Source: an optimization exercise on an open RTL-to-GDS flow (aim: small area, a short achievable clock period and few clock cycles). Production flows keep margins and buffers that such runs may drop. The RTL was checked by simulation tests, not by an equivalence proof against the original design.

==> flow/design.v (outline; a module is shown in full before it is edited, if it fits) <==
// module alu_v: 1094 lines
// module arm_v: 178 lines
module arm_v(
	input wire clk,
	input wire reset,
	input wire [31:0] Instr,
	input wire [31:0] ReadData,
	output wire MemWrite,
	output wire [31:0] PC,
	output wire [31:0] DataAdr,
	output wire [31:0] WriteData
);
  // ...
==> flow/flow/run.sh <==
#!/bin/bash
# The standard layout, with timing repair aiming below the design's clock period:
# repair_timing treats paths with less than SETUP_SLACK_MARGIN ns of slack as violating.
set -euo pipefail
bash standard.sh synth > synth.log 2>&1
bash standard.sh SETUP_SLACK_MARGIN=14.8 finish > layout.log 2>&1
==> flow/standard.sh <==
#!/bin/bash
# synth_recipe.tcl (not shown) runs the flow's synth.tcl, then flattens the netlist and writes it again
# the make line also repeats each setting of config.mk as NAME=value (left out here)
make -C /OpenROAD-flow-scripts/flow DESIGN_CONFIG=/design/flow/config.mk WORK_HOME=/design/flow/orfs CLKGATE_MAP_FILE= SYNTH_SCRIPT=/design/flow/synth_recipe.tcl "${@:-finish}"
==> flow/config.mk <==
export PLATFORM = sky130hd
export DESIGN_NAME = arm_v
export DESIGN_NICKNAME = arm_v
export VERILOG_FILES = /design/flow/design.v
export SDC_FILE = /design/flow/constraint.sdc
export NUM_CORES = 4
export LEC_CHECK = 0
export CAP_MARGIN = 20
export CORE_MARGIN = 2
export CORE_UTILIZATION = 40
export SLEW_MARGIN = 20
==> flow/constraint.sdc <==
create_clock -name core_clock -period 20.0 [get_ports {clk}]
set_input_delay 4.0000 -clock core_clock [delete_from_list [all_inputs] [get_ports {clk}]]
set_output_delay 4.0000 -clock core_clock [all_outputs]
set_load 0.01 [all_outputs]
==> results.py, run 1 <==
metrics = {
    "setup_path": {
        "rr_worst_depth": 12,
        "r2r-start": "irD[20]",
        "crit_required_ns": 16.00,
        "cp_slowest_stage_delay_ns": 0.55,
        "rrSetupSlack_ns": 14.79,
        "rr_endpoint": "B[8]",
    },
    "synth": {
        "synth_xor_area_share_pct": 3.92,
        "synth_fa_ha_area_share_pct": 13.0,
        "ys_top_cells_by_count": "nand2_1 (1199), o21ai_0 (603), edfxtp_1 (583)",
        "syn_area_mm2": 0.0575,
    },
    "routing": {
        "drc_errors": 0,
        "wl_per_cell_um": 27.6,
    },
    "clocking": {
        "clock_latency_ns": 0.67,
        "numCtsBuffers": 76,
        "cts_tree": "yes",
        "ctsResizeCount": 552,
    },
    "finish": {
        "fin_area_mm2": 0.0659,
        "area_growth_pct": 14.6,
        "num-fill-cells": 13500,
        "num-clock-buffers": 87,
        "top_register": "rf",
    },
    "timing": {
        "whs_ns": 0.507,
    },
    "grt": {
        "use_met3_pct": 6.87,
        "busiest_layer": "met2",
    },
    "status": {
        "status": "complete, no violations",
    },
}
Testbench counts, summed over its fixed seeds: cycles 33,391.
==> module arm_v, before the edit <==
module arm_v(
	input wire clk,
	input wire reset,
	input wire [31:0] Instr,
	input wire [31:0] ReadData,
	output wire MemWrite,
	output wire [31:0] PC,
	output wire [31:0] DataAdr,
	output wire [31:0] WriteData
);
reg  [31:0] pcF;             
reg         vD;
reg  [31:0] irD;
reg  [31:0] A, B;            
reg  [31:0] mA, mB;          
reg         xWr;             
reg         xPc;             
reg         xLd;             
reg         xMul1;           
reg         xSub, xAnd, xOrr;
reg         xNZ, xCV;        
reg         xMemW;
reg  [3:0]  xRd;
reg  [3:0]  flags;           
reg  [31:0] rf [0:14];
wire [31:0] Bx  = xSub ? ~B : B;
wire [32:0] sum = {1'b0, A} + {1'b0, Bx} + {32'd0, xSub};
wire [31:0] lg  = xAnd ? (A & B) : (A | B);
wire        xLg = xAnd | xOrr;
wire [31:0] alu = xLg ? lg : sum[31:0];
wire [31:0] res = xLd ? ReadData : alu;
wire p31 = A[31] ^ Bx[31];
wire c31 = sum[31] ^ p31;
wire c32 = sum[32];
wire [31:0] zt  = {A[30:0] | Bx[30:0], xSub};
wire        zAdd = &(~(A ^ Bx ^ zt));
wire        zLg  = ~|lg;
wire fN = alu[31];
wire fZ = xLg ? zLg : zAdd;
wire fC = c32;
wire fV = c31 ^ c32;
wire [31:0] mS, mC;
alu_v mul( .A(mA), .B(mB), .S(mS), .C(mC) );
wire xPcEff = xPc & ~xMul1;
wire [3:0] cond = irD[31:28];
wire [1:0] op   = irD[27:26];
wire       dI   = irD[25];
wire [3:0] cmd  = irD[24:21];
wire       dS   = irD[20];
wire [3:0] rn   = irD[19:16];
wire [3:0] rd   = irD[15:12];
wire [3:0] rm   = irD[3:0];
wire dDP  = (op == 2'b00);
wire dMem = (op == 2'b01);
wire dBr  = (op == 2'b10);
wire dLdr = dMem & irD[20];
wire dStr = dMem & ~irD[20];
wire cMul = (cmd == 4'b0001);
wire cCmp = (cmd == 4'b1111);
wire cSub = (cmd == 4'b0010);
wire cAnd = (cmd == 4'b0000);
wire cOrr = (cmd == 4'b1100);
wire dRegW = (dDP & ~cCmp) | dLdr;
wire [3:0] rb = dStr ? rd : rm;
wire useRn = dDP | dMem;
wire useRb = (dDP & ~dI) | dStr;
function automatic cc(input [3:0] c, input n, input z, input cy, input v);
	case (c)
		4'b0000: cc = z;
		4'b0001: cc = ~z;
		4'b0010: cc = cy;
		4'b0011: cc = ~cy;
		4'b0100: cc = n;
		4'b0101: cc = ~n;
		4'b0110: cc = v;
		4'b0111: cc = ~v;
		4'b1000: cc = cy & ~z;
		4'b1001: cc = ~(cy & ~z);
		4'b1010: cc = (n == v);
		4'b1011: cc = (n != v);
		4'b1100: cc = ~z & (n == v);
		4'b1101: cc = ~(~z & (n == v));
		4'b1110: cc = 1'b1;
		default: cc = 1'b0;
	endcase
endfunction
wire eZ  = xNZ ? fZ : flags[2];
wire eN0 = xNZ ? (xLg ? lg[31] : p31)  : flags[3];    
wire eN1 = xNZ ? (xLg ? lg[31] : ~p31) : flags[3];    
wire eC0 = xCV ? 1'b0 : flags[1];
wire eC1 = xCV ? 1'b1 : flags[1];
wire eV00 = xCV ? 1'b0 : flags[0];
wire eV01 = xCV ? 1'b1 : flags[0];
wire eV10 = xCV ? 1'b1 : flags[0];
wire eV11 = xCV ? 1'b0 : flags[0];
wire cd00 = cc(cond, eN0, eZ, eC0, eV00);
wire cd01 = cc(cond, eN0, eZ, eC1, eV01);
wire cd10 = cc(cond, eN1, eZ, eC0, eV10);
wire cd11 = cc(cond, eN1, eZ, eC1, eV11);
wire condD = c31 ? (c32 ? cd11 : cd10) : (c32 ? cd01 : cd00);
wire [31:0] pcF4 = pcF + 32'd4;
wire [31:0] rnRf = (rn == 4'd15) ? pcF4 : rf[rn];
wire [31:0] rbRf = (rb == 4'd15) ? pcF4 : rf[rb];
wire fwdA = xWr & (xRd == rn);
wire fwdB = xWr & (xRd == rb);
wire [31:0] adr  = rnRf + {20'd0, irD[11:0]};
wire [31:0] aNew = dMem ? adr : (fwdA ? alu : rnRf);
wire [31:0] bNew = (dDP & dI) ? {24'd0, irD[7:0]} : (fwdB ? alu : rbRf);
wire stall = vD & ( xMul1
                  | (xWr & xLd & ((useRn & (rn == xRd)) | (useRb & (rb == xRd))))
                  | (xWr & dMem & (rn == xRd)) );
wire advD  = vD & ~stall & ~xPcEff;
wire brOk  = vD & dBr & ~(&irD[23:0]) & ~xMul1 & ~xPcEff;
wire [31:0] target = pcF4 + {{6{irD[23]}}, irD[23:0], 2'b00};
always @(posedge clk, posedge reset) begin
	if (reset) begin
		pcF   <= 32'd0;
		vD    <= 1'b0;
		xWr   <= 1'b0;
		xPc   <= 1'b0;
		xMul1 <= 1'b0;
		xNZ   <= 1'b0;
		xCV   <= 1'b0;
		xMemW <= 1'b0;
		flags <= 4'd0;
	end else begin
		if (xPcEff) begin
			pcF <= res;
			vD  <= 1'b0;
		end else if (!stall) begin
			pcF <= (condD & brOk) ? target : pcF4;
			vD  <= ~(condD & brOk);
		end
		if (~xMul1) begin
			if (xNZ) flags[3:2] <= {fN, fZ};
			if (xCV) flags[1:0] <= {fC, fV};
		end
		if (xMul1) begin
			xMul1 <= 1'b0;
		end else if (advD) begin
			xWr   <= dRegW & condD & (rd != 4'd15);
			xPc   <= dRegW & condD & (rd == 4'd15);
			xMul1 <= dDP & cMul & condD;
			xNZ   <= dDP & dS & condD;
			xCV   <= dDP & dS & condD & ~(cMul | cAnd | cOrr);
			xMemW <= dStr & condD;
		end else begin
			xWr   <= 1'b0;
			xPc   <= 1'b0;
			xNZ   <= 1'b0;
			xCV   <= 1'b0;
			xMemW <= 1'b0;
		end
	end
end
always @(posedge clk) begin
	if (~stall) irD <= Instr;
	mA <= aNew;
	mB <= bNew;
	if (xMul1) begin
		A <= mS;
		B <= mC;
	end else if (advD) begin
		A    <= aNew;
		B    <= bNew;
		xRd  <= rd;
		xLd  <= dLdr;
		xSub <= dDP & (cSub | cCmp);
		xAnd <= dDP & cAnd;
		xOrr <= dDP & cOrr;
	end
	if (xWr & ~xMul1) rf[xRd] <= res;
end
assign PC        = pcF;
assign DataAdr   = A;
assign WriteData = B;
assign MemWrite  = xMemW;
endmodule
==> inputs of run 2 (changes only) <==
--- a/flow/design.v
+++ b/flow/design.v
@@ -1,46 +1,103 @@
 `timescale 1ns / 1ps
+module booth_enc(
+	input wire [31:0] B,
+	output wire [15:0] ONE,
+	output wire [15:0] TWO,
+	output wire [15:0] NEG
+);
+assign ONE[0] = B[0] ^ 1'b0;
+assign TWO[0] = (B[1] & ~B[0] & ~1'b0) | (~B[1] & B[0] & 1'b0);
+assign NEG[0] = B[1];
+assign ONE[1] = B[2] ^ B[1];
+assign TWO[1] = (B[3] & ~B[2] & ~B[1]) | (~B[3] & B[2] & B[1]);
+assign NEG[1] = B[3];
+assign ONE[2] = B[4] ^ B[3];
+assign TWO[2] = (B[5] & ~B[4] & ~B[3]) | (~B[5] & B[4] & B[3]);
+assign NEG[2] = B[5];
+assign ONE[3] = B[6] ^ B[5];
+assign TWO[3] = (B[7] & ~B[6] & ~B[5]) | (~B[7] & B[6] & B[5]);
+assign NEG[3] = B[7];
+assign ONE[4] = B[8] ^ B[7];
+assign TWO[4] = (B[9] & ~B[8] & ~B[7]) | (~B[9] & B[8] & B[7]);
+assign NEG[4] = B[9];
+assign ONE[5] = B[10] ^ B[9];
+assign TWO[5] = (B[11] & ~B[10] & ~B[9]) | (~B[11] & B[10] & B[9]);
+assign NEG[5] = B[11];
+assign ONE[6] = B[12] ^ B[11];
+assign TWO[6] = (B[13] & ~B[12] & ~B[11]) | (~B[13] & B[12] & B[11]);
+assign NEG[6] = B[13];
+assign ONE[7] = B[14] ^ B[13];
+assign TWO[7] = (B[15] & ~B[14] & ~B[13]) | (~B[15] & B[14] & B[13]);
+assign NEG[7] = B[15];
+assign ONE[8] = B[16] ^ B[15];
+assign TWO[8] = (B[17] & ~B[16] & ~B[15]) | (~B[17] & B[16] & B[15]);
+assign NEG[8] = B[17];
+assign ONE[9] = B[18] ^ B[17];
+assign TWO[9] = (B[19] & ~B[18] & ~B[17]) | (~B[19] & B[18] & B[17]);
+assign NEG[9] = B[19];
+assign ONE[10] = B[20] ^ B[19];
+assign TWO[10] = (B[21] & ~B[20] & ~B[19]) | (~B[21] & B[20] & B[19]);
+assign NEG[10] = B[21];
+assign ONE[11] = B[22] ^ B[21];
+assign TWO[11] = (B[23] & ~B[22] & ~B[21]) | (~B[23] & B[22] & B[21]);
+assign NEG[11] = B[23];
+assign ONE[12] = B[24] ^ B[23];
+assign TWO[12] = (B[25] & ~B[24] & ~B[23]) | (~B[25] & B[24] & B[23]);
+assign NEG[12] = B[25];
+assign ONE[13] = B[26] ^ B[25];
+assign TWO[13] = (B[27] & ~B[26] & ~B[25]) | (~B[27] & B[26] & B[25]);
+assign NEG[13] = B[27];
+assign ONE[14] = B[28] ^ B[27];
+assign TWO[14] = (B[29] & ~B[28] & ~B[27]) | (~B[29] & B[28] & B[27]);
+assign NEG[14] = B[29];
+assign ONE[15] = B[30] ^ B[29];
+assign TWO[15] = (B[31] & ~B[30] & ~B[29]) | (~B[31] & B[30] & B[29]);
+assign NEG[15] = B[31];
+endmodule
 module alu_v(
 	input wire [31:0] A,
-	input wire [31:0] B,
+	input wire [15:0] ONE,
+	input wire [15:0] TWO,
+	input wire [15:0] NEG,
 	output wire [31:0] S,
 	output wire [31:0] C
 );
-wire one0, two0, neg0;
+wire one0 = ONE[0], two0 = TWO[0], neg0 = NEG[0];
 wire [31:0] pp0;
-wire one1, two1, neg1;
+wire one1 = ONE[1], two1 = TWO[1], neg1 = NEG[1];
 wire [29:0] pp1;
-wire one2, two2, neg2;
+wire one2 = ONE[2], two2 = TWO[2], neg2 = NEG[2];
 wire [27:0] pp2;
-wire one3, two3, neg3;
+wire one3 = ONE[3], two3 = TWO[3], neg3 = NEG[3];
 wire [25:0] pp3;
-wire one4, two4, neg4;
+wire one4 = ONE[4], two4 = TWO[4], neg4 = NEG[4];
 wire [23:0] pp4;
-wire one5, two5, neg5;
+wire one5 = ONE[5], two5 = TWO[5], neg5 = NEG[5];
 wire [21:0] pp5;
-wire one6, two6, neg6;
+wire one6 = ONE[6], two6 = TWO[6], neg6 = NEG[6];
 wire [19:0] pp6;
-wire one7, two7, neg7;
+wire one7 = ONE[7], two7 = TWO[7], neg7 = NEG[7];
 wire [17:0] pp7;
-wire one8, two8, neg8;
+wire one8 = ONE[8], two8 = TWO[8], neg8 = NEG[8];
 wire [15:0] pp8;
-wire one9, two9, neg9;
+wire one9 = ONE[9], two9 = TWO[9], neg9 = NEG[9];
 wire [13:0] pp9;
-wire one10, two10, neg10;
+wire one10 = ONE[10], two10 = TWO[10], neg10 = NEG[10];
 wire [11:0] pp10;
-wire one11, two11, neg11;
+wire one11 = ONE[11], two11 = TWO[11], neg11 = NEG[11];
 wire [9:0] pp11;
-wire one12, two12, neg12;
+wire one12 = ONE[12], two12 = TWO[12], neg12 = NEG[12];
 wire [7:0] pp12;
-wire one13, two13, neg13;
+wire one13 = ONE[13], two13 = TWO[13], neg13 = NEG[13];
 wire [5:0] pp13;
-wire one14, two14, neg14;
+wire one14 = ONE[14], two14 = TWO[14], neg14 = NEG[14];
 wire [3:0] pp14;
-wire one15, two15, neg15;
+wire one15 = ONE[15], two15 = TWO[15], neg15 = NEG[15];
 wire [1:0] pp15;
 wire s1, c2;
 wire s3, c4;
 wire s5, c6;
 wire s7, c8;
 wire s9, c10;
 wire s11, c12;
 wire s13, c14;
@@ -257,48 +314,16 @@
 wire s435, c436;
 wire s437, c438;
 wire s439, c440;
 wire s441, c442;
 wire s443, c444;
 wire s445, c446;
 wire s447, c448;
 wire s449, c450;
-wire x451;
-wire x452;
-wire x453;
-wire x454;
-wire x455;
-wire x456;
-wire x457;
-wire x458;
-wire x459;
-wire x460;
-wire x461;
-wire x462;
-wire x463;
-wire x464;
-wire x465;
-wire x466;
-wire x467;
-wire x468;
-wire x469;
-wire x470;
-wire x471;
-wire x472;
-wire x473;
-wire x474;
-wire x475;
-wire x476;
-wire x477;
-wire x478;
-wire x479;
-assign one0 = B[0] ^ 1'b0;
-assign two0 = (B[1] & ~B[0] & ~1'b0) | (~B[1] & B[0] & 1'b0);
-assign neg0 = B[1];
 assign pp0[0] = (one0 & A[0]) ^ neg0;
 assign pp0[1] = ((one0 & A[1]) | (two0 & A[0])) ^ neg0;
 assign pp0[2] = ((one0 & A[2]) | (two0 & A[1])) ^ neg0;
 assign pp0[3] = ((one0 & A[3]) | (two0 & A[2])) ^ neg0;
 assign pp0[4] = ((one0 & A[4]) | (two0 & A[3])) ^ neg0;
 assign pp0[5] = ((one0 & A[5]) | (two0 & A[4])) ^ neg0;
 assign pp0[6] = ((one0 & A[6]) | (two0 & A[5])) ^ neg0;
 assign pp0[7] = ((one0 & A[7]) | (two0 & A[6])) ^ neg0;
@@ -321,19 +346,16 @@
 assign pp0[24] = ((one0 & A[24]) | (two0 & A[23])) ^ neg0;
 assign pp0[25] = ((one0 & A[25]) | (two0 & A[24])) ^ neg0;
 assign pp0[26] = ((one0 & A[26]) | (two0 & A[25])) ^ neg0;
 assign pp0[27] = ((one0 & A[27]) | (two0 & A[26])) ^ neg0;
 assign pp0[28] = ((one0 & A[28]) | (two0 & A[27])) ^ neg0;
 assign pp0[29] = ((one0 & A[29]) | (two0 & A[28])) ^ neg0;
 assign pp0[30] = ((one0 & A[30]) | (two0 & A[29])) ^ neg0;
 assign pp0[31] = ((one0 & A[31]) | (two0 & A[30])) ^ neg0;
-assign one1 = B[2] ^ B[1];
-assign two1 = (B[3] & ~B[2] & ~B[1]) | (~B[3] & B[2] & B[1]);
-assign neg1 = B[3];
 assign pp1[0] = (one1 & A[0]) ^ neg1;
 assign pp1[1] = ((one1 & A[1]) | (two1 & A[0])) ^ neg1;
 assign pp1[2] = ((one1 & A[2]) | (two1 & A[1])) ^ neg1;
 assign pp1[3] = ((one1 & A[3]) | (two1 & A[2])) ^ neg1;
 assign pp1[4] = ((one1 & A[4]) | (two1 & A[3])) ^ neg1;
 assign pp1[5] = ((one1 & A[5]) | (two1 & A[4])) ^ neg1;
 assign pp1[6] = ((one1 & A[6]) | (two1 & A[5])) ^ neg1;
 assign pp1[7] = ((one1 & A[7]) | (two1 & A[6])) ^ neg1;
@@ -354,19 +376,16 @@
 assign pp1[22] = ((one1 & A[22]) | (two1 & A[21])) ^ neg1;
 assign pp1[23] = ((one1 & A[23]) | (two1 & A[22])) ^ neg1;
 assign pp1[24] = ((one1 & A[24]) | (two1 & A[23])) ^ neg1;
 assign pp1[25] = ((one1 & A[25]) | (two1 & A[24])) ^ neg1;
 assign pp1[26] = ((one1 & A[26]) | (two1 & A[25])) ^ neg1;
 assign pp1[27] = ((one1 & A[27]) | (two1 & A[26])) ^ neg1;
 assign pp1[28] = ((one1 & A[28]) | (two1 & A[27])) ^ neg1;
 assign pp1[29] = ((one1 & A[29]) | (two1 & A[28])) ^ neg1;
-assign one2 = B[4] ^ B[3];
-assign two2 = (B[5] & ~B[4] & ~B[3]) | (~B[5] & B[4] & B[3]);
-assign neg2 = B[5];
 assign pp2[0] = (one2 & A[0]) ^ neg2;
 assign pp2[1] = ((one2 & A[1]) | (two2 & A[0])) ^ neg2;
 assign pp2[2] = ((one2 & A[2]) | (two2 & A[1])) ^ neg2;
 assign pp2[3] = ((one2 & A[3]) | (two2 & A[2])) ^ neg2;
 assign pp2[4] = ((one2 & A[4]) | (two2 & A[3])) ^ neg2;
 assign pp2[5] = ((one2 & A[5]) | (two2 & A[4])) ^ neg2;
 assign pp2[6] = ((one2 & A[6]) | (two2 & A[5])) ^ neg2;
 assign pp2[7] = ((one2 & A[7]) | (two2 & A[6])) ^ neg2;
@@ -385,19 +404,16 @@
 assign pp2[20] = ((one2 & A[20]) | (two2 & A[19])) ^ neg2;
 assign pp2[21] = ((one2 & A[21]) | (two2 & A[20])) ^ neg2;
 assign pp2[22] = ((one2 & A[22]) | (two2 & A[21])) ^ neg2;
 assign pp2[23] = ((one2 & A[23]) | (two2 & A[22])) ^ neg2;
 assign pp2[24] = ((one2 & A[24]) | (two2 & A[23])) ^ neg2;
 assign pp2[25] = ((one2 & A[25]) | (two2 & A[24])) ^ neg2;
 assign pp2[26] = ((one2 & A[26]) | (two2 & A[25])) ^ neg2;
 assign pp2[27] = ((one2 & A[27]) | (two2 & A[26])) ^ neg2;
-assign one3 = B[6] ^ B[5];
-assign two3 = (B[7] & ~B[6] & ~B[5]) | (~B[7] & B[6] & B[5]);
-assign neg3 = B[7];
 assign pp3[0] = (one3 & A[0]) ^ neg3;
 assign pp3[1] = ((one3 & A[1]) | (two3 & A[0])) ^ neg3;
 assign pp3[2] = ((one3 & A[2]) | (two3 & A[1])) ^ neg3;
 assign pp3[3] = ((one3 & A[3]) | (two3 & A[2])) ^ neg3;
 assign pp3[4] = ((one3 & A[4]) | (two3 & A[3])) ^ neg3;
 assign pp3[5] = ((one3 & A[5]) | (two3 & A[4])) ^ neg3;
 assign pp3[6] = ((one3 & A[6]) | (two3 & A[5])) ^ neg3;
 assign pp3[7] = ((one3 & A[7]) | (two3 & A[6])) ^ neg3;
@@ -414,19 +430,16 @@
 assign pp3[18] = ((one3 & A[18]) | (two3 & A[17])) ^ neg3;
 assign pp3[19] = ((one3 & A[19]) | (two3 & A[18])) ^ neg3;
 assign pp3[20] = ((one3 & A[20]) | (two3 & A[19])) ^ neg3;
 assign pp3[21] = ((one3 & A[21]) | (two3 & A[20])) ^ neg3;
 assign pp3[22] = ((one3 & A[22]) | (two3 & A[21])) ^ neg3;
 assign pp3[23] = ((one3 & A[23]) | (two3 & A[22])) ^ neg3;
 assign pp3[24] = ((one3 & A[24]) | (two3 & A[23])) ^ neg3;
 assign pp3[25] = ((one3 & A[25]) | (two3 & A[24])) ^ neg3;
-assign one4 = B[8] ^ B[7];
-assign two4 = (B[9] & ~B[8] & ~B[7]) | (~B[9] & B[8] & B[7]);
-assign neg4 = B[9];
 assign pp4[0] = (one4 & A[0]) ^ neg4;
 assign pp4[1] = ((one4 & A[1]) | (two4 & A[0])) ^ neg4;
 assign pp4[2] = ((one4 & A[2]) | (two4 & A[1])) ^ neg4;
 assign pp4[3] = ((one4 & A[3]) | (two4 & A[2])) ^ neg4;
 assign pp4[4] = ((one4 & A[4]) | (two4 & A[3])) ^ neg4;
 assign pp4[5] = ((one4 & A[5]) | (two4 & A[4])) ^ neg4;
 assign pp4[6] = ((one4 & A[6]) | (two4 & A[5])) ^ neg4;
 assign pp4[7] = ((one4 & A[7]) | (two4 & A[6])) ^ neg4;
@@ -441,19 +454,16 @@
 assign pp4[16] = ((one4 & A[16]) | (two4 & A[15])) ^ neg4;
 assign pp4[17] = ((one4 & A[17]) | (two4 & A[16])) ^ neg4;
 assign pp4[18] = ((one4 & A[18]) | (two4 & A[17])) ^ neg4;
 assign pp4[19] = ((one4 & A[19]) | (two4 & A[18])) ^ neg4;
 assign pp4[20] = ((one4 & A[20]) | (two4 & A[19])) ^ neg4;
 assign pp4[21] = ((one4 & A[21]) | (two4 & A[20])) ^ neg4;
 assign pp4[22] = ((one4 & A[22]) | (two4 & A[21])) ^ neg4;
 assign pp4[23] = ((one4 & A[23]) | (two4 & A[22])) ^ neg4;
-assign one5 = B[10] ^ B[9];
-assign two5 = (B[11] & ~B[10] & ~B[9]) | (~B[11] & B[10] & B[9]);
-assign neg5 = B[11];
 assign pp5[0] = (one5 & A[0]) ^ neg5;
 assign pp5[1] = ((one5 & A[1]) | (two5 & A[0])) ^ neg5;
 assign pp5[2] = ((one5 & A[2]) | (two5 & A[1])) ^ neg5;
 assign pp5[3] = ((one5 & A[3]) | (two5 & A[2])) ^ neg5;
 assign pp5[4] = ((one5 & A[4]) | (two5 & A[3])) ^ neg5;
 assign pp5[5] = ((one5 & A[5]) | (two5 & A[4])) ^ neg5;
 assign pp5[6] = ((one5 & A[6]) | (two5 & A[5])) ^ neg5;
 assign pp5[7] = ((one5 & A[7]) | (two5 & A[6])) ^ neg5;
@@ -466,19 +476,16 @@
 assign pp5[14] = ((one5 & A[14]) | (two5 & A[13])) ^ neg5;
 assign pp5[15] = ((one5 & A[15]) | (two5 & A[14])) ^ neg5;
 assign pp5[16] = ((one5 & A[16]) | (two5 & A[15])) ^ neg5;
 assign pp5[17] = ((one5 & A[17]) | (two5 & A[16])) ^ neg5;
 assign pp5[18] = ((one5 & A[18]) | (two5 & A[17])) ^ neg5;
 assign pp5[19] = ((one5 & A[19]) | (two5 & A[18])) ^ neg5;
 assign pp5[20] = ((one5 & A[20]) | (two5 & A[19])) ^ neg5;
 assign pp5[21] = ((one5 & A[21]) | (two5 & A[20])) ^ neg5;
-assign one6 = B[12] ^ B[11];
-assign two6 = (B[13] & ~B[12] & ~B[11]) | (~B[13] & B[12] & B[11]);
-assign neg6 = B[13];
 assign pp6[0] = (one6 & A[0]) ^ neg6;
 assign pp6[1] = ((one6 & A[1]) | (two6 & A[0])) ^ neg6;
 assign pp6[2] = ((one6 & A[2]) | (two6 & A[1])) ^ neg6;
 assign pp6[3] = ((one6 & A[3]) | (two6 & A[2])) ^ neg6;
 assign pp6[4] = ((one6 & A[4]) | (two6 & A[3])) ^ neg6;
 assign pp6[5] = ((one6 & A[5]) | (two6 & A[4])) ^ neg6;
 assign pp6[6] = ((one6 & A[6]) | (two6 & A[5])) ^ neg6;
 assign pp6[7] = ((one6 & A[7]) | (two6 & A[6])) ^ neg6;
@@ -489,19 +496,16 @@
 assign pp6[12] = ((one6 & A[12]) | (two6 & A[11])) ^ neg6;
 assign pp6[13] = ((one6 & A[13]) | (two6 & A[12])) ^ neg6;
 assign pp6[14] = ((one6 & A[14]) | (two6 & A[13])) ^ neg6;
 assign pp6[15] = ((one6 & A[15]) | (two6 & A[14])) ^ neg6;
 assign pp6[16] = ((one6 & A[16]) | (two6 & A[15])) ^ neg6;
 assign pp6[17] = ((one6 & A[17]) | (two6 & A[16])) ^ neg6;
 assign pp6[18] = ((one6 & A[18]) | (two6 & A[17])) ^ neg6;
 assign pp6[19] = ((one6 & A[19]) | (two6 & A[18])) ^ neg6;
-assign one7 = B[14] ^ B[13];
-assign two7 = (B[15] & ~B[14] & ~B[13]) | (~B[15] & B[14] & B[13]);
-assign neg7 = B[15];
 assign pp7[0] = (one7 & A[0]) ^ neg7;
 assign pp7[1] = ((one7 & A[1]) | (two7 & A[0])) ^ neg7;
 assign pp7[2] = ((one7 & A[2]) | (two7 & A[1])) ^ neg7;
 assign pp7[3] = ((one7 & A[3]) | (two7 & A[2])) ^ neg7;
 assign pp7[4] = ((one7 & A[4]) | (two7 & A[3])) ^ neg7;
 assign pp7[5] = ((one7 & A[5]) | (two7 & A[4])) ^ neg7;
 assign pp7[6] = ((one7 & A[6]) | (two7 & A[5])) ^ neg7;
 assign pp7[7] = ((one7 & A[7]) | (two7 & A[6])) ^ neg7;
@@ -510,110 +514,86 @@
 assign pp7[10] = ((one7 & A[10]) | (two7 & A[9])) ^ neg7;
 assign pp7[11] = ((one7 & A[11]) | (two7 & A[10])) ^ neg7;
 assign pp7[12] = ((one7 & A[12]) | (two7 & A[11])) ^ neg7;
 assign pp7[13] = ((one7 & A[13]) | (two7 & A[12])) ^ neg7;
 assign pp7[14] = ((one7 & A[14]) | (two7 & A[13])) ^ neg7;
 assign pp7[15] = ((one7 & A[15]) | (two7 & A[14])) ^ neg7;
 assign pp7[16] = ((one7 & A[16]) | (two7 & A[15])) ^ neg7;
 assign pp7[17] = ((one7 & A[17]) | (two7 & A[16])) ^ neg7;
-assign one8 = B[16] ^ B[15];
-assign two8 = (B[17] & ~B[16] & ~B[15]) | (~B[17] & B[16] & B[15]);
-assign neg8 = B[17];
 assign pp8[0] = (one8 & A[0]) ^ neg8;
 assign pp8[1] = ((one8 & A[1]) | (two8 & A[0])) ^ neg8;
 assign pp8[2] = ((one8 & A[2]) | (two8 & A[1])) ^ neg8;
 assign pp8[3] = ((one8 & A[3]) | (two8 & A[2])) ^ neg8;
 assign pp8[4] = ((one8 & A[4]) | (two8 & A[3])) ^ neg8;
 assign pp8[5] = ((one8 & A[5]) | (two8 & A[4])) ^ neg8;
 assign pp8[6] = ((one8 & A[6]) | (two8 & A[5])) ^ neg8;
 assign pp8[7] = ((one8 & A[7]) | (two8 & A[6])) ^ neg8;
 assign pp8[8] = ((one8 & A[8]) | (two8 & A[7])) ^ neg8;
 assign pp8[9] = ((one8 & A[9]) | (two8 & A[8])) ^ neg8;
 assign pp8[10] = ((one8 & A[10]) | (two8 & A[9])) ^ neg8;
 assign pp8[11] = ((one8 & A[11]) | (two8 & A[10])) ^ neg8;
 assign pp8[12] = ((one8 & A[12]) | (two8 & A[11])) ^ neg8;
 assign pp8[13] = ((one8 & A[13]) | (two8 & A[12])) ^ neg8;
 assign pp8[14] = ((one8 & A[14]) | (two8 & A[13])) ^ neg8;
 assign pp8[15] = ((one8 & A[15]) | (two8 & A[14])) ^ neg8;
-assign one9 = B[18] ^ B[17];
-assign two9 = (B[19] & ~B[18] & ~B[17]) | (~B[19] & B[18] & B[17]);
-assign neg9 = B[19];
 assign pp9[0] = (one9 & A[0]) ^ neg9;
 assign pp9[1] = ((one9 & A[1]) | (two9 & A[0])) ^ neg9;
 assign pp9[2] = ((one9 & A[2]) | (two9 & A[1])) ^ neg9;
 assign pp9[3] = ((one9 & A[3]) | (two9 & A[2])) ^ neg9;
 assign pp9[4] = ((one9 & A[4]) | (two9 & A[3])) ^ neg9;
 assign pp9[5] = ((one9 & A[5]) | (two9 & A[4])) ^ neg9;
 assign pp9[6] = ((one9 & A[6]) | (two9 & A[5])) ^ neg9;
 assign pp9[7] = ((one9 & A[7]) | (two9 & A[6])) ^ neg9;
 assign pp9[8] = ((one9 & A[8]) | (two9 & A[7])) ^ neg9;
 assign pp9[9] = ((one9 & A[9]) | (two9 & A[8])) ^ neg9;
 assign pp9[10] = ((one9 & A[10]) | (two9 & A[9])) ^ neg9;
 assign pp9[11] = ((one9 & A[11]) | (two9 & A[10])) ^ neg9;
 assign pp9[12] = ((one9 & A[12]) | (two9 & A[11])) ^ neg9;
 assign pp9[13] = ((one9 & A[13]) | (two9 & A[12])) ^ neg9;
-assign one10 = B[20] ^ B[19];
-assign two10 = (B[21] & ~B[20] & ~B[19]) | (~B[21] & B[20] & B[19]);
-assign neg10 = B[21];
 assign pp10[0] = (one10 & A[0]) ^ neg10;
 assign pp10[1] = ((one10 & A[1]) | (two10 & A[0])) ^ neg10;
 assign pp10[2] = ((one10 & A[2]) | (two10 & A[1])) ^ neg10;
 assign pp10[3] = ((one10 & A[3]) | (two10 & A[2])) ^ neg10;
 assign pp10[4] = ((one10 & A[4]) | (two10 & A[3])) ^ neg10;
 assign pp10[5] = ((one10 & A[5]) | (two10 & A[4])) ^ neg10;
 assign pp10[6] = ((one10 & A[6]) | (two10 & A[5])) ^ neg10;
 assign pp10[7] = ((one10 & A[7]) | (two10 & A[6])) ^ neg10;
 assign pp10[8] = ((one10 & A[8]) | (two10 & A[7])) ^ neg10;
 assign pp10[9] = ((one10 & A[9]) | (two10 & A[8])) ^ neg10;
 assign pp10[10] = ((one10 & A[10]) | (two10 & A[9])) ^ neg10;
 assign pp10[11] = ((one10 & A[11]) | (two10 & A[10])) ^ neg10;
-assign one11 = B[22] ^ B[21];
-assign two11 = (B[23] & ~B[22] & ~B[21]) | (~B[23] & B[22] & B[21]);
-assign neg11 = B[23];
 assign pp11[0] = (one11 & A[0]) ^ neg11;
 assign pp11[1] = ((one11 & A[1]) | (two11 & A[0])) ^ neg11;
 assign pp11[2] = ((one11 & A[2]) | (two11 & A[1])) ^ neg11;
 assign pp11[3] = ((one11 & A[3]) | (two11 & A[2])) ^ neg11;
 assign pp11[4] = ((one11 & A[4]) | (two11 & A[3])) ^ neg11;
 assign pp11[5] = ((one11 & A[5]) | (two11 & A[4])) ^ neg11;
 assign pp11[6] = ((one11 & A[6]) | (two11 & A[5])) ^ neg11;
 assign pp11[7] = ((one11 & A[7]) | (two11 & A[6])) ^ neg11;
 assign pp11[8] = ((one11 & A[8]) | (two11 & A[7])) ^ neg11;
 assign pp11[9] = ((one11 & A[9]) | (two11 & A[8])) ^ neg11;
-assign one12 = B[24] ^ B[23];
-assign two12 = (B[25] & ~B[24] & ~B[23]) | (~B[25] & B[24] & B[23]);
-assign neg12 = B[25];
 assign pp12[0] = (one12 & A[0]) ^ neg12;
 assign pp12[1] = ((one12 & A[1]) | (two12 & A[0])) ^ neg12;
 assign pp12[2] = ((one12 & A[2]) | (two12 & A[1])) ^ neg12;
 assign pp12[3] = ((one12 & A[3]) | (two12 & A[2])) ^ neg12;
 assign pp12[4] = ((one12 & A[4]) | (two12 & A[3])) ^ neg12;
 assign pp12[5] = ((one12 & A[5]) | (two12 & A[4])) ^ neg12;
 assign pp12[6] = ((one12 & A[6]) | (two12 & A[5])) ^ neg12;
 assign pp12[7] = ((one12 & A[7]) | (two12 & A[6])) ^ neg12;
-assign one13 = B[26] ^ B[25];
-assign two13 = (B[27] & ~B[26] & ~B[25]) | (~B[27] & B[26] & B[25]);
-assign neg13 = B[27];
 assign pp13[0] = (one13 & A[0]) ^ neg13;
 assign pp13[1] = ((one13 & A[1]) | (two13 & A[0])) ^ neg13;
 assign pp13[2] = ((one13 & A[2]) | (two13 & A[1])) ^ neg13;
 assign pp13[3] = ((one13 & A[3]) | (two13 & A[2])) ^ neg13;
 assign pp13[4] = ((one13 & A[4]) | (two13 & A[3])) ^ neg13;
 assign pp13[5] = ((one13 & A[5]) | (two13 & A[4])) ^ neg13;
-assign one14 = B[28] ^ B[27];
-assign two14 = (B[29] & ~B[28] & ~B[27]) | (~B[29] & B[28] & B[27]);
-assign neg14 = B[29];
 assign pp14[0] = (one14 & A[0]) ^ neg14;
 assign pp14[1] = ((one14 & A[1]) | (two14 & A[0])) ^ neg14;
 assign pp14[2] = ((one14 & A[2]) | (two14 & A[1])) ^ neg14;
 assign pp14[3] = ((one14 & A[3]) | (two14 & A[2])) ^ neg14;
-assign one15 = B[30] ^ B[29];
-assign two15 = (B[31] & ~B[30] & ~B[29]) | (~B[31] & B[30] & B[29]);
-assign neg15 = B[31];
 assign pp15[0] = (one15 & A[0]) ^ neg15;
 assign pp15[1] = ((one15 & A[1]) | (two15 & A[0])) ^ neg15;
 assign s1 = pp0[24] ^ pp1[22];
 assign c2 = pp0[24] & pp1[22];
 assign s3 = pp0[25] ^ pp1[23];
 assign c4 = pp0[25] & pp1[23];
 assign s5 = pp0[26] ^ pp1[24] ^ pp2[22];
 assign c6 = (pp0[26] & pp1[24]) | (pp0[26] & pp2[22]) | (pp1[24] & pp2[22]);
@@ -1056,92 +1036,86 @@
 assign s443 = s385 ^ c322 ^ c384;
 assign c444 = (s385 & c322) | (s385 & c384) | (c322 & c384);
 assign s445 = s387 ^ c326 ^ c386;
 assign c446 = (s387 & c326) | (s387 & c386) | (c326 & c386);
 assign s447 = s389 ^ c330 ^ c388;
 assign c448 = (s389 & c330) | (s389 & c388) | (c330 & c388);
 assign s449 = s391 ^ c334 ^ c390;
 assign c450 = (s391 & c334) | (s391 & c390) | (c334 & c390);
-assign x451 = pp0[31] ^ pp1[29];
-assign x452 = pp2[27] ^ pp3[25];
-assign x453 = pp4[23] ^ pp5[21];
-assign x454 = pp6[19] ^ pp7[17];
-assign x455 = pp8[15] ^ pp9[13];
-assign x456 = pp10[11] ^ pp11[9];
-assign x457 = pp12[7] ^ pp13[5];
-assign x458 = pp14[3] ^ pp15[1];
-assign x459 = c32 ^ x451;
-assign x460 = x452 ^ x453;
-assign x461 = x454 ^ x455;
-assign x462 = x456 ^ x457;
-assign x463 = x458 ^ c26;
-assign x464 = c28 ^ c30;
-assign x465 = c126 ^ x459;
-assign x466 = x460 ^ x461;
-assign x467 = x462 ^ c124;
-assign x468 = x463 ^ x464;
-assign x469 = x465 ^ x466;
-assign x470 = c122 ^ c128;
-assign x471 = x467 ^ x468;
-assign x472 = x469 ^ x470;
-assign x473 = x471 ^ c238;
-assign x474 = c240 ^ c242;
-assign x475 = x472 ^ x473;
-assign x476 = x474 ^ c336;
-assign x477 = c338 ^ x475;
-assign x478 = x476 ^ x477;
-assign x479 = c392 ^ x478;
-assign S = {c450, s449, s447, s445, s443, s441, s439, s437, s435, s433, s431, s429, s427, s425, s423, s421, s419, s417, s415, s413, s411, s409, s407, s405, s403, s401, s399, s397, s395, s393, pp0[1], pp0[0]};
-assign C = {x479, c448, c446, c444, c442, c440, c438, c436, c434, c432, c430, c428, c426, c424, c422, c420, c418, c416, c414, c412, c410, c408, c406, c404, c402, c400, c398, c396, c394, neg1, 1'b0, neg0};
+assign S = {(pp0[31] ^ pp1[29] ^ pp2[27] ^ pp3[25] ^ pp4[23] ^ pp5[21] ^ pp6[19] ^ pp7[17] ^ pp8[15] ^ pp9[13] ^ pp10[11] ^ pp11[9] ^ pp12[7] ^ pp13[5] ^ pp14[3] ^ pp15[1]), s449, s447, s445, s443, s441, s439, s437, s435, s433, s431, s429, s427, s425, s423, s421, s419, s417, s415, s413, s411, s409, s407, s405, s403, s401, s399, s397, s395, s393, pp0[1], pp0[0]};
+assign C = {(c26 ^ c28 ^ c30 ^ c32 ^ c122 ^ c124 ^ c126 ^ c128 ^ c238 ^ c240 ^ c242 ^ c336 ^ c338 ^ c392 ^ c450), c448, c446, c444, c442, c440, c438, c436, c434, c432, c430, c428, c426, c424, c422, c420, c418, c416, c414, c412, c410, c408, c406, c404, c402, c400, c398, c396, c394, neg1, 1'b0, neg0};
 endmodule
 `timescale 1ns / 1ps
 module arm_v(
 	input wire clk,
 	input wire reset,
 	input wire [31:0] Instr,
 	input wire [31:0] ReadData,
 	output wire MemWrite,
 	output wire [31:0] PC,
 	output wire [31:0] DataAdr,
 	output wire [31:0] WriteData
 );
 reg  [31:0] pcF;             
 reg         vD;
 reg  [31:0] irD;
 reg  [31:0] A, B;            
-reg  [31:0] mA, mB;          
+reg  [31:0] mA;              
+reg  [15:0] mOne, mTwo, mNeg;
 reg         xWr;             
 reg         xPc;             
 reg         xLd;             
 reg         xMul1;           
 reg         xSub, xAnd, xOrr;
 reg         xNZ, xCV;        
 reg         xMemW;
 reg  [3:0]  xRd;
 reg  [3:0]  flags;           
 reg  [31:0] rf [0:14];
+function automatic [32:0] bkadd(input [31:0] a, input [31:0] b, input cin);
+	reg [31:0] g, p, gg, pp;
+	integer d, i;
+	begin
+		g  = a & b;
+		p  = a ^ b;
+		gg = g;
+		pp = p;
+		gg[0] = g[0] | (p[0] & cin);
+		for (d = 1; d < 32; d = d * 2)
+			for (i = 2 * d - 1; i < 32; i = i + 2 * d) begin
+				gg[i] = gg[i] | (pp[i] & gg[i - d]);
+				pp[i] = pp[i] & pp[i - d];
+			end
+		for (d = 8; d >= 1; d = d / 2)
+			for (i = 3 * d - 1; i < 32; i = i + 2 * d) begin
+				gg[i] = gg[i] | (pp[i] & gg[i - d]);
+				pp[i] = pp[i] & pp[i - d];
+			end
+		bkadd = {gg[31], p ^ {gg[30:0], cin}};
+	end
+endfunction
 wire [31:0] Bx  = xSub ? ~B : B;
-wire [32:0] sum = {1'b0, A} + {1'b0, Bx} + {32'd0, xSub};
+wire [32:0] sum = bkadd(A, Bx, xSub);
 wire [31:0] lg  = xAnd ? (A & B) : (A | B);
 wire        xLg = xAnd | xOrr;
 wire [31:0] alu = xLg ? lg : sum[31:0];
 wire [31:0] res = xLd ? ReadData : alu;
 wire p31 = A[31] ^ Bx[31];
 wire c31 = sum[31] ^ p31;
 wire c32 = sum[32];
 wire [31:0] zt  = {A[30:0] | Bx[30:0], xSub};
 wire        zAdd = &(~(A ^ Bx ^ zt));
 wire        zLg  = ~|lg;
 wire fN = alu[31];
 wire fZ = xLg ? zLg : zAdd;
 wire fC = c32;
 wire fV = c31 ^ c32;
 wire [31:0] mS, mC;
-alu_v mul( .A(mA), .B(mB), .S(mS), .C(mC) );
+alu_v mul( .A(mA), .ONE(mOne), .TWO(mTwo), .NEG(mNeg), .S(mS), .C(mC) );
 wire xPcEff = xPc & ~xMul1;
 wire [3:0] cond = irD[31:28];
 wire [1:0] op   = irD[27:26];
 wire       dI   = irD[25];
 wire [3:0] cmd  = irD[24:21];
 wire       dS   = irD[20];
 wire [3:0] rn   = irD[19:16];
 wire [3:0] rd   = irD[15:12];
@@ -1189,30 +1163,45 @@
 wire eV01 = xCV ? 1'b1 : flags[0];
 wire eV10 = xCV ? 1'b1 : flags[0];
 wire eV11 = xCV ? 1'b0 : flags[0];
 wire cd00 = cc(cond, eN0, eZ, eC0, eV00);
 wire cd01 = cc(cond, eN0, eZ, eC1, eV01);
 wire cd10 = cc(cond, eN1, eZ, eC0, eV10);
 wire cd11 = cc(cond, eN1, eZ, eC1, eV11);
 wire condD = c31 ? (c32 ? cd11 : cd10) : (c32 ? cd01 : cd00);
-wire [31:0] pcF4 = pcF + 32'd4;
-wire [31:0] rnRf = (rn == 4'd15) ? pcF4 : rf[rn];
-wire [31:0] rbRf = (rb == 4'd15) ? pcF4 : rf[rb];
+wire [32:0] pcF4s = bkadd(pcF, 32'd4, 1'b0);
+wire [31:0] pcF4 = pcF4s[31:0];
+wire [15:0] rnOH = 16'd1 << rn;
+wire [15:0] rbOH = 16'd1 << rb;
+reg  [31:0] rnRf, rbRf;
+integer k;
+always @(*) begin
+	rnRf = {32{rnOH[15]}} & pcF4;
+	rbRf = {32{rbOH[15]}} & pcF4;
+	for (k = 0; k < 15; k = k + 1) begin
+		rnRf = rnRf | ({32{rnOH[k]}} & rf[k]);
+		rbRf = rbRf | ({32{rbOH[k]}} & rf[k]);
+	end
+end
 wire fwdA = xWr & (xRd == rn);
 wire fwdB = xWr & (xRd == rb);
-wire [31:0] adr  = rnRf + {20'd0, irD[11:0]};
+wire [32:0] adrs = bkadd(rnRf, {20'd0, irD[11:0]}, 1'b0);
+wire [31:0] adr  = adrs[31:0];
 wire [31:0] aNew = dMem ? adr : (fwdA ? alu : rnRf);
 wire [31:0] bNew = (dDP & dI) ? {24'd0, irD[7:0]} : (fwdB ? alu : rbRf);
+wire [15:0] eOne, eTwo, eNeg;
+booth_enc benc( .B(bNew), .ONE(eOne), .TWO(eTwo), .NEG(eNeg) );
 wire stall = vD & ( xMul1
                   | (xWr & xLd & ((useRn & (rn == xRd)) | (useRb & (rb == xRd))))
                   | (xWr & dMem & (rn == xRd)) );
 wire advD  = vD & ~stall & ~xPcEff;
 wire brOk  = vD & dBr & ~(&irD[23:0]) & ~xMul1 & ~xPcEff;
-wire [31:0] target = pcF4 + {{6{irD[23]}}, irD[23:0], 2'b00};
+wire [32:0] tgts = bkadd(pcF4, {{6{irD[23]}}, irD[23:0], 2'b00}, 1'b0);
+wire [31:0] target = tgts[31:0];
 always @(posedge clk, posedge reset) begin
 	if (reset) begin
 		pcF   <= 32'd0;
 		vD    <= 1'b0;
 		xWr   <= 1'b0;
 		xPc   <= 1'b0;
 		xMul1 <= 1'b0;
 		xNZ   <= 1'b0;
@@ -1247,23 +1236,22 @@
 			xCV   <= 1'b0;
 			xMemW <= 1'b0;
 		end
 	end
 end
 always @(posedge clk) begin
 	if (~stall) irD <= Instr;
 	mA <= aNew;
-	mB <= bNew;
-	if (xMul1) begin
-		A <= mS;
-		B <= mC;
-	end else if (advD) begin
-		A    <= aNew;
-		B    <= bNew;
+	mOne <= eOne;
+	mTwo <= eTwo;
+	mNeg <= eNeg;
+	A <= xMul1 ? mS : aNew;
+	B <= xMul1 ? mC : bNew;
+	if (~xMul1 & advD) begin
 		xRd  <= rd;
 		xLd  <= dLdr;
 		xSub <= dDP & (cSub | cCmp);
 		xAnd <= dDP & cAnd;
 		xOrr <= dDP & cOrr;
 	end
 	if (xWr & ~xMul1) rf[xRd] <= res;
 end
==> flow/config.mk (replaced) <==
export PLATFORM = sky130hd
export DESIGN_NAME = arm_v
export DESIGN_NICKNAME = arm_v
export VERILOG_FILES = /design/flow/design.v
export SDC_FILE = /design/flow/constraint.sdc
export NUM_CORES = 4
export LEC_CHECK = 0
export ABC_AREA = 1
export CAP_MARGIN = 20
export CORE_MARGIN = 2
export CORE_UTILIZATION = 40
export SLEW_MARGIN = 20
==> run 2 against run 1 <==
  * Final cell count down 16%
  * Utilization up 2.4 points
  * Sequential share of layout area up 4.7 points
  * First-iteration DRC count down 9.1%
  * Fmax up 3.0%
  * Design area down 14%
  * Largest cell class unchanged
  * Critical path depth unchanged
  * Setup slack better by 0.16 ns
  * Worst hold slack better by 0.00075 ns
==> results.py, run 2 <==
metrics = {
    "setup_path": {
        "cp_slowest_stage_delay_ns": 0.43,
        "rr_endpoint": "A[31]",
        "r2r-start": "irD[17]",
        "crit_required_ns": 16.00,
        "path_max_fanout": 2,
        "rr_worst_depth": 30,
        "critPathSlowestCell": "dfrtp_1",
        "cp-end-kind": "output pin",
        "rrSetupSlack_ns": 14.91,
        "critPathBufInv": 1,
        "cp.arrival_ns": 1.27,
        "crit_path_start_kind": "flop",
        "crit_family": "flip-flops",
        "criticalPathCategory": "reg -> out",
        "crit_chain": "buf_2",
    },
    "routing": {
        "ant_nets": 0,
        "routed_wl_um": 220000,
        "vias_per_cell": 6.11,
        "drt_pre_antenna_iters": 9,
        "drt_iter0_drc": 7110,
        "wl_per_cell_um": 30.9,
        "drc_errors": 0,
        "route.vias.total": 43600,
    },
    "flow_run": {
        "drv_cap": 0,
    },
    "synth": {
        "synth_ff_type": "edfxtp_1",
        "synth-seq-cells": 707,
        "synthArstFlopShare_pct": 6.08,
        "ys_warn_count": 1,
        "synthTopCellsByArea": "edfxtp_1 (33%), fa_1 (9.6%), nand2_1 (9.1%), xor2_1 (6.4%), dfxtp_1 (6.1%)",
        "yosysTopAreaCell": "edfxtp_1",
        "synth-compound-area-share_pct": 13.1,
        "synth_area_per_cell_um2": 9.06,
        "syn-num-nets": 5630,
        "synth_fa_ha_area_share_pct": 13.7,
        "syn_area_mm2": 0.0470,
        "yosysMostFrequentCell": "nand2_1",
        "synth_top_family_by_area": "simple AND/OR/NAND/NOR gates",
        "ys_top_cells_by_count": "nand2_1 (1145), inv_1 (687), edfxtp_1 (520)",
        "synth-seq-area-share_pct": 41.6,
        "synth_xor_area_share_pct": 7.70,
        "synth_edf_count": 520,
        "synthMuxAreaShare_pct": 0.0719,
        "synthSimpleGateAreaFrac_pct": 15.5,
        "synth_cell_types": 70,
        "synth_cells": 5186,
        "synth.top_cell.area_share_pct": 33.2,
    },
    "clocking": {
        "clock_latency_ns": 0.70,
        "numCtsBuffers": 78,
        "cts_num_sinks": 707,
        "htreeDepth": 3,
        "root_buffer": "clkbuf_16",
        "clkTransAtPathRegs_ns": 0.06,
        "clk_path_buf_depth": 3,
        "cts_tree": "yes",
    },
    "die": {
        "num_rows": 125,
        "die_y_um": 347,
        "die_w_um": 347,
        "pin_count": 163,
        "core_mm2": 0.116,
        "start_util_pct": 40.4,
        "die_area_mm2": 0.120,
    },
    "finish": {
        "nets": 5975,
        "largest_reg_flops": 480,
        "drive_gt1_share_pct": 16.7,
        "top_register": "rf",
        "mostFrequentLayoutCells": "nand2_1 (1134), inv_1 (653), edfxtp_1 (520), o22ai_1 (334), xor2_1 (332)",
        "num-fill-cells": 11000,
        "area_growth_pct": 20.0,
        "mostFrequentLayoutCell": "nand2_1",
        "fin_area_mm2": 0.0564,
    },
    "timing": {
        "slew_headroom_pct": 19.5,
        "setup_viol": 0,
        "rsz0062_at_grt": "yes",
        "final_max_slew_viol_count": 0,
        "worstMarginPinSlew_ns": 1.20,
        "hold_viol_final": 0,
        "whs_ns": 0.508,
        "setup-tns-final_ns": 0,
        "period_needed_ns": 5.27,
        "min_period_over_period_pct": 26.3,
        "clock.fmax_mhz": 190,
        "fin_worst_skew_ns": 0.0515,
    },
    "grt": {
        "grt_usage_pct": 35.3,
        "grt_pass1_wl_um": 302000,
        "grt_pass1_vias": 40400,
        "grt_overflow": 0,
        "grt_max_degree": 67,
        "antenna_found_initial": 16,
    },
    "place": {
        "dp_hpwl_um": 153000,
        "gp_congestion": 1.05,
        "port_buffers": 162,
        "placed_cell_area_mm2": 0.0506,
    },
    "hold_path": {
        "hold_class": "reg -> reg",
        "min_from": "flags[1]",
        "whs_endpoint": "flags[1]",
        "holdPathStages": 2,
    },
    "status": {
        "status": "complete, no violations",
    },
}
-- run 2: cell count changes after synthesis, sizes merged, moves of 64 or more --
cell / before / now
inv: 288 / 718
o21ai: 609 / 263
clkbuf: 471 / 142
a21oi: 407 / 88
nor2: 504 / 235
o22ai: 121 / 345
xor2: 121 / 343
maj3: 197 / 0
mux4: 129 / 0
mux2i: 98 / 0
o211ai: 115 / 19
dfxtp: 69 / 144
xnor2: 134 / 70
-- run 2: layout make-up --
class                      count  area, um^2  share of cell area (%)
timing repair inverter         4        20.0                  0.0355
antenna                       12        30.0                  0.0533
multi-input combinational   3489       24400                    43.4
inverter                     745        3000                    5.32
sequential                   707       19900                    35.2
clock buffer                  94        2030                    3.60
clock inverter                49         634                    1.13
timing repair buffer         506        4450                    7.90
tap                         1524        1910                    3.38
-- run 2: logic make-up after synthesis --
| group | Yosys count |
|---|---|
| AND/OR/NAND/NOR | 1734 |
| buffers and inverters | 990 |
| AO/OA/AOI/OAI | 961 |
| flip-flops | 707 |
| XOR/XNOR | 413 |
| adder cells (fa/ha/maj) | 378 |
| multiplexers | 3 |
-- run 2: worst reg2reg max path, delay by kind of cell (launching register included) --
kind | cells | cell delay (ns)
and+or+nand+nor | 17 | 2.09
AOI/OAI and AO/OA | 8 | 1.51
adders and majority gates | 2 | 0.54
DFF | 1 | 0.41
buffers and inverters | 2 | 0.38
xor gates and xnor gates | 1 | 0.07
-- run 2: worst max-delay path by stage --
stage                  from  endpoint  cells after the start
floorplan           mNeg[7]     B[31]                     17
global placement    irD[19]     A[31]                     28
detailed placement  irD[19]     A[31]                     28
CTS                 pcF[18]    PC[18]                      1
global route         pcF[2]     A[31]                     30
finish               pcF[1]     PC[1]                      1
-- run 2: what timing repair did --
item,in CTS,in global routing
hold buffers,0,0
gates resized for setup,705,213
pin swaps,4,45
setup buffers,123,83
cloned,4,7
setup endpoints to repair,212,200
-- run 2: routing by layer --
layer	routed length (um)	vias to the layer above	global-route usage [%]
li1	-	18200	-
met1	80700	21100	45.9
met2	89900	3509	50.3
met3	32100	747	11.5
met4	17400	10	22.6
met5	64	-	0
-- run 2: stage by stage --
stage | utilization, % | worst slack, ns | instances
3_5_place_dp | 43.4 | 13.42 | 6758
5_1_grt | 48.4 | 14.72 | 7120
2_1_floorplan | - | 14.81 | 5186
3_3_place_gp | 43.4 | 13.54 | 6758
6_report | 48.4 | 14.73 | 7130
4_1_cts | 47.0 | 14.72 | 7028
Testbench counts of run 2, summed over its fixed seeds: cycles 33,391.
==> inputs of run 3 (changes only) <==
--- a/flow/config.mk
+++ b/flow/config.mk
@@ -11,2 +11,4 @@
 export CORE_UTILIZATION = 40
+export CTS_CLUSTER_DIAMETER = 100
+export CTS_CLUSTER_SIZE = 25
 export SLEW_MARGIN = 20
==> run 3 against run 2 <==
  * Flip-flop and latch count did not move
  * Fmax fell by 0.72%
  * Critical path depth rose by 1
  * Count of clock-buffer cells in the layout fell by 48
  * Via count fell by 1.1%
  * Synthesized cell count did not move
  * First-iteration DRC count rose by 3.9%
  * Global-route usage fell by 0.26 points
  * Die area did not move
  * Highest routed layer unchanged
==> results.py, run 3 <==
metrics = {
    "status": {
        "status": "complete, no violations",
    },
    "finish": {
        "mostFrequentLayoutCells": "nand2_1 (1133), inv_1 (656), edfxtp_1 (520), o22ai_1 (334), xor2_1 (333)",
        "top_register": "rf",
        "drive_gt1_share_pct": 15.4,
        "area_growth_pct": 16.2,
        "mostFrequentLayoutCell": "nand2_1",
        "nets": 5918,
        "post-route-util_pct": 46.9,
        "largest_reg_flops": 480,
    },
    "clocking": {
        "root_buffer": "clkbuf_16",
        "clk_path_buf_depth": 3,
        "cts_hold_buf": 0,
        "htreeDepth": 2,
        "clock_latency_ns": 0.67,
        "numCtsBuffers": 36,
        "clkTransAtPathRegs_ns": 0.10,
        "cts_tree": "yes",
        "cts_num_sinks": 707,
    },
    "setup_path": {
        "critPathSlowestCell": "dfrtp_1",
        "path_max_fanout": 3,
        "cp.arrival_ns": 1.30,
        "criticalPathCategory": "reg -> out",
        "crit_required_ns": 16.00,
        "cp-end-kind": "output pin",
        "rrSetupSlack_ns": 14.85,
        "critPathBufInv": 2,
        "crit_chain": "buf_6, buf_6",
        "crit_family": "flip-flops",
        "crit_path_start_kind": "flop",
        "cp_common_cell": "buf_6",
        "cp_slowest_stage_delay_ns": 0.42,
    },
    "flow_run": {
        "drv_cap": 0,
    },
    "timing": {
        "finalWorstSetupSlack_ns": 14.70,
        "hold_viol_final": 0,
        "rsz0062_at_grt": "yes",
        "setup-tns-final_ns": 0,
        "clock.fmax_mhz": 189,
        "fin_worst_skew_ns": 0.0514,
        "worstMarginPinSlew_ns": 1.18,
        "period_needed_ns": 5.30,
        "min_period_over_period_pct": 26.5,
        "slew_headroom_pct": 20.6,
        "setup_viol": 0,
        "final_max_slew_viol_count": 0,
    },
    "synth": {
        "synth_edf_count": 520,
        "synth_cell_types": 70,
        "synthArstFlopShare_pct": 6.08,
        "yosysMostFrequentCell": "nand2_1",
        "ys_warn_count": 1,
        "synth_ff_type": "edfxtp_1",
        "synth-seq-area-share_pct": 41.6,
        "synthTopCellsByArea": "edfxtp_1 (33%), fa_1 (9.6%), nand2_1 (9.1%), xor2_1 (6.4%), dfxtp_1 (6.1%)",
        "ys_top_cells_by_count": "nand2_1 (1145), inv_1 (687), edfxtp_1 (520)",
        "synth_cells": 5186,
        "synth.top_cell.area_share_pct": 33.2,
        "synth_area_per_cell_um2": 9.06,
        "syn-num-nets": 5630,
        "yosysTopAreaCell": "edfxtp_1",
        "synth-seq-cells": 707,
        "syn_area_mm2": 0.0470,
    },
    "place": {
        "dp_hpwl_um": 153000,
        "dp_slack_ns": 13.42,
        "gp_congestion": 1.05,
        "port_buffers": 162,
    },
    "die": {
        "core_mm2": 0.116,
        "die_w_um": 347,
        "start_util_pct": 40.4,
        "die_y_um": 347,
        "pin_count": 163,
        "num_rows": 125,
        "die_area_mm2": 0.120,
    },
    "routing": {
        "drt_pre_antenna_iters": 9,
        "wl_per_cell_um": 31.1,
        "routed_wl_um": 219000,
        "vias_per_cell": 6.13,
        "drt_iter0_drc": 7384,
        "route.vias.total": 43100,
        "ant_nets": 0,
        "drc_errors": 0,
    },
    "grt": {
        "grt_max_degree": 67,
        "grt_pass1_vias": 39700,
        "grt_usage_pct": 35.0,
        "grt_pass1_wl_um": 300000,
        "antenna_found_initial": 17,
        "grt_overflow": 0,
    },
    "hold_path": {
        "hold_class": "reg -> reg",
    },
}
## run 3: layout make-up
| type | count | area (um^2) |
|---|---|---|
| clock buffer | 46 | 938 |
| inverter | 745 | 2990 |
| clock inverter | 12 | 158 |
| antenna | 12 | 30.0 |
| timing repair buffer | 491 | 4320 |
| sequential | 707 | 19900 |
| timing repair inverter | 4 | 20.0 |
| multi-input combinational | 3489 | 24400 |
| tap | 1524 | 1910 |
| fill | 11100 | 61700 |
## run 3: timing repair
| item | in CTS | in global routing |
|---|---|---|
| setup buffers | 123 | 68 |
| pin swaps | 2 | 41 |
| resized for setup | 689 | 212 |
| setup endpoints to repair | 212 | 196 |
| cloned | 4 | 7 |
## run 3: cells by family (layout without fill, tap and decap cells)
group / count (synthesis) / count (layout) / share of synthesized area, %
other cells: 0 / 12 / 0
compound gates: 961 / 961 / 13.1
xor+xnor: 413 / 413 / 7.70
buf+inv: 990 / 1298 / 8.29
mux: 3 / 3 / 0.0719
flops: 707 / 707 / 41.6
simple gates: 1734 / 1734 / 15.5
fa+ha+maj: 378 / 378 / 13.7
## run 3: through the flow
step                cells  area [um^2]  hold slack (ns)
detailed placement   6758        50600            0.484
global placement     6758        50600            0.483
floorplan            5186        47000            0.445
CTS                  6943        53100            0.516
global route         7020        54600            0.544
finish               7030        54600            0.520
## run 3: per-layer routing
| metal | wire length [um] | share of wire, % | vias up | track usage (%) |
|---|---|---|---|---|
| met1 | 81200 | 37 | 20900 | 46.3 |
| met5 | 229 | 0.10 | - | 0 |
| met3 | 31000 | 14 | 704 | 10.3 |
| met4 | 16800 | 7.7 | 12 | 21.9 |
| li1 | - | - | 18100 | - |
| met2 | 89500 | 41 | 3428 | 50.1 |
## run 3: path summary, 6_finish.rpt
kind,startpoint,endpoint,cells past startpoint
max,pcF[2],PC[2],2
min,flags[1],flags[1],2
min in group asynchronous,reset,pcF[21],3
max in group asynchronous,reset,pcF[0],3
max reg2reg,irD[19],A[31],29
min reg2reg,flags[1],flags[1],2
## run 3: worst register-to-register path: cells and delay by family, from the launching register on
family	cells	cell delay (ns)
AND/OR/NAND/NOR	15	1.86
adder cells (fa/ha/maj)	2	0.54
flip-flops	1	0.47
buffers and inverters	3	0.62
XOR/XNOR	1	0.07
AO/OA/AOI/OAI	8	1.50
==> inputs of run 4 (changes only) <==
--- a/flow/config.mk
+++ b/flow/config.mk
@@ -10,5 +10,5 @@
 export CORE_MARGIN = 2
-export CORE_UTILIZATION = 40
+export CORE_UTILIZATION = 60
 export CTS_CLUSTER_DIAMETER = 100
-export CTS_CLUSTER_SIZE = 25
+export CTS_CLUSTER_SIZE = 20
 export SLEW_MARGIN = 20
==> run 4 against run 3 <==
  * Still clean on timing, DRC and antenna
  * Wire length is 3.3% lower
  * Flip-flop and latch count stayed put
  * Synthesized cell count stayed put
  * Utilization is 23 points higher
  * Design area is 0.91% lower
  * Critical path type unchanged
==> results.py, run 4 <==
metrics = {
    "finish": {
        "top_register": "rf",
        "drive_gt1_share_pct": 15.9,
        "mostFrequentLayoutCells": "nand2_1 (1133), inv_1 (646), edfxtp_1 (520), xor2_1 (337), o22ai_1 (337)",
        "largest_reg_flops": 480,
        "post-route-util_pct": 69.9,
        "nets": 5952,
        "area_growth_pct": 15.2,
        "finalNonFillerCells": 6584,
        "mostFrequentLayoutCell": "nand2_1",
    },
    "place": {
        "dp_slack_ns": 13.41,
        "port_buffers": 162,
        "dp_hpwl_um": 141000,
        "post-place-cells": 6264,
        "gp_congestion": 1.05,
    },
    "timing": {
        "setup_viol": 0,
        "final_max_slew_viol_count": 0,
        "period_needed_ns": 5.28,
        "setup-tns-final_ns": 0,
        "rsz0062_at_grt": "yes",
        "min_period_over_period_pct": 26.4,
        "slew_headroom_pct": 11.8,
        "clock.fmax_mhz": 189,
        "finalWorstSetupSlack_ns": 14.72,
        "hold_viol_final": 0,
        "whs_ns": 0.530,
        "worstMarginPinSlew_ns": 1.32,
        "fin_worst_skew_ns": 0.0474,
    },
    "routing": {
        "drt_pre_antenna_iters": 9,
        "ant_nets": 0,
        "drt_iter0_drc": 7756,
        "route.vias.total": 44700,
        "drc_errors": 0,
        "vias_per_cell": 6.78,
        "wl_per_cell_um": 32.1,
        "routed_wl_um": 211000,
    },
    "synth": {
        "synth-seq-area-share_pct": 41.6,
        "synth_cells": 5186,
        "syn_area_mm2": 0.0470,
        "synth_cell_types": 70,
        "synth_area_per_cell_um2": 9.06,
        "synth_ff_type": "edfxtp_1",
        "synth_edf_count": 520,
        "synthArstFlopShare_pct": 6.08,
        "synthTopCellsByArea": "edfxtp_1 (33%), fa_1 (9.6%), nand2_1 (9.1%), xor2_1 (6.4%), dfxtp_1 (6.1%)",
        "yosysTopAreaCell": "edfxtp_1",
        "syn-num-nets": 5630,
        "synth-seq-cells": 707,
        "synth.top_cell.area_share_pct": 33.2,
        "ys_warn_count": 1,
        "yosysMostFrequentCell": "nand2_1",
        "ys_top_cells_by_count": "nand2_1 (1145), inv_1 (687), edfxtp_1 (520)",
    },
    "clocking": {
        "clk_path_buf_depth": 3,
        "clkTransAtPathRegs_ns": 0.09,
        "numCtsBuffers": 42,
        "cts_num_sinks": 707,
        "clock_latency_ns": 0.65,
        "cts_hold_buf": 0,
        "root_buffer": "clkbuf_16",
        "htreeDepth": 2,
        "cts_tree": "yes",
    },
    "grt": {
        "grt_usage_pct": 50.8,
        "grt_pass1_wl_um": 293000,
        "antenna_found_initial": 15,
        "grt_overflow": 0,
        "grt_pass1_vias": 41400,
        "grt_max_degree": 82,
    },
    "setup_path": {
        "crit_required_ns": 16.00,
        "cp.arrival_ns": 1.28,
        "crit_path_start_kind": "flop",
        "criticalPathCategory": "reg -> out",
        "r2r-start": "irD[16]",
        "startpoint": "pcF[3]",
        "cp-end-kind": "output pin",
        "path_max_fanout": 2,
    },
    "die": {
        "die_area_mm2": 0.0806,
        "die_w_um": 284,
        "core_mm2": 0.0775,
        "pin_count": 163,
        "num_rows": 102,
        "die_y_um": 284,
        "start_util_pct": 60.7,
    },
    "status": {
        "status": "complete, no violations",
    },
    "hold_path": {
        "hold_class": "reg -> reg",
        "min_from": "flags[1]",
    },
    "flow_run": {
        "drv_cap": 0,
    },
}
run 4: cell counts after synthesis:
Identical to the previous run, type by type.
run 4: final cells by class:
class,count,area [um^2]
multi-input combinational,3492,24400
clock inverter,7,124
clock buffer,59,1120
tap,1040,1300
inverter,745,3040
timing repair buffer,511,4210
sequential,707,19800
timing repair inverter,9,45.0
fill,6125,23300
antenna,14,35.0
run 4: logic make-up (layout without fill, tap and decap cells):
logic type | after synthesis | count (layout) | share of synthesized area (%)
AOI/OAI and AO/OA | 961 | 961 | 13.1
other | 0 | 14 | 0
buffers and inverters | 990 | 1331 | 8.29
and+or+nand+nor | 1734 | 1737 | 15.5
muxes | 3 | 3 | 0.0719
adders and majority gates | 378 | 378 | 13.7
DFF | 707 | 707 | 41.6
xor gates and xnor gates | 413 | 413 | 7.70
run 4: timing repair:
action | in CTS | in global routing
buffers inserted | 128 | 94
resized for setup | 631 | 230
cloned | 6 | 11
setup endpoints to repair | 221 | 160
pin swaps | 7 | 39
run 4: critical path: stages, from the launching register on:
cell     delay [ns]
dfrtp_1        0.40
buf_6          0.13
buf_6          0.11
run 4: metal layers:
layer | share of wire [%] | wire length (um) | vias to the layer above | track usage [%]
met5 | 0.0061 | 13 | - | 0
met4 | 12 | 25800 | 2 | 46.6
met3 | 15 | 30800 | 1357 | 16.9
met2 | 42 | 89100 | 4285 | 74.7
met1 | 31 | 65800 | 20900 | 58.9
li1 | - | - | 18200 | -
run 4: worst paths after layout:
kind	slack, ns	to	depth (start not counted)
max	14.72	PC[3]	2
max in group asynchronous	15.57	pcF[1]	3
max reg2reg	14.79	A[30]	30
min	0.53	flags[1]	2
min in group asynchronous	3.90	pcF[31]	3
min reg2reg	0.53	flags[1]	2
run 4: metrics by stage:
| step | cell area [um^2] |
|---|---|
| 4_1_cts | 52300 |
| 6_report | 54100 |
| 5_1_grt | 54100 |
| 2_1_floorplan | 47000 |
| 3_5_place_dp | 49900 |
| 3_3_place_gp | 49900 |

## port drivers added, routing unchanged
In the flow no input, the clock included, has a driving cell. The finished layouts below were timed again as built, in two steps.
Step 1 assumes that a clkbuf_16 drives the clock port and a buf_2 every other input.
Step 2 moves the port delays by t, midway between the first and last clock arrival at a register: inputs arrive t later, outputs are due t later. That takes back most of the time a late clock gives input paths.
Slacks: no drivers / after step 1 / after step 2; pairs: no drivers / after step 1.
run | t, ns | slack for setup (ns) | worst setup path after step 2
run 1 | 0.724 | 14.576 / 14.507 / 14.309 | input to register
run 2 | 0.744 | 14.734 / 14.664 / 14.130 | input to register
run 3 | 0.716 | 14.696 / 14.625 / 14.157 | input to register
run 4 | 0.705 | 14.717 / 14.643 / 14.098 | input to register
After both steps every run listed still meets setup and hold. The setup slack of run 4, which loses most, moves by -0.074 ns with the drivers and by -0.619 ns with both steps.
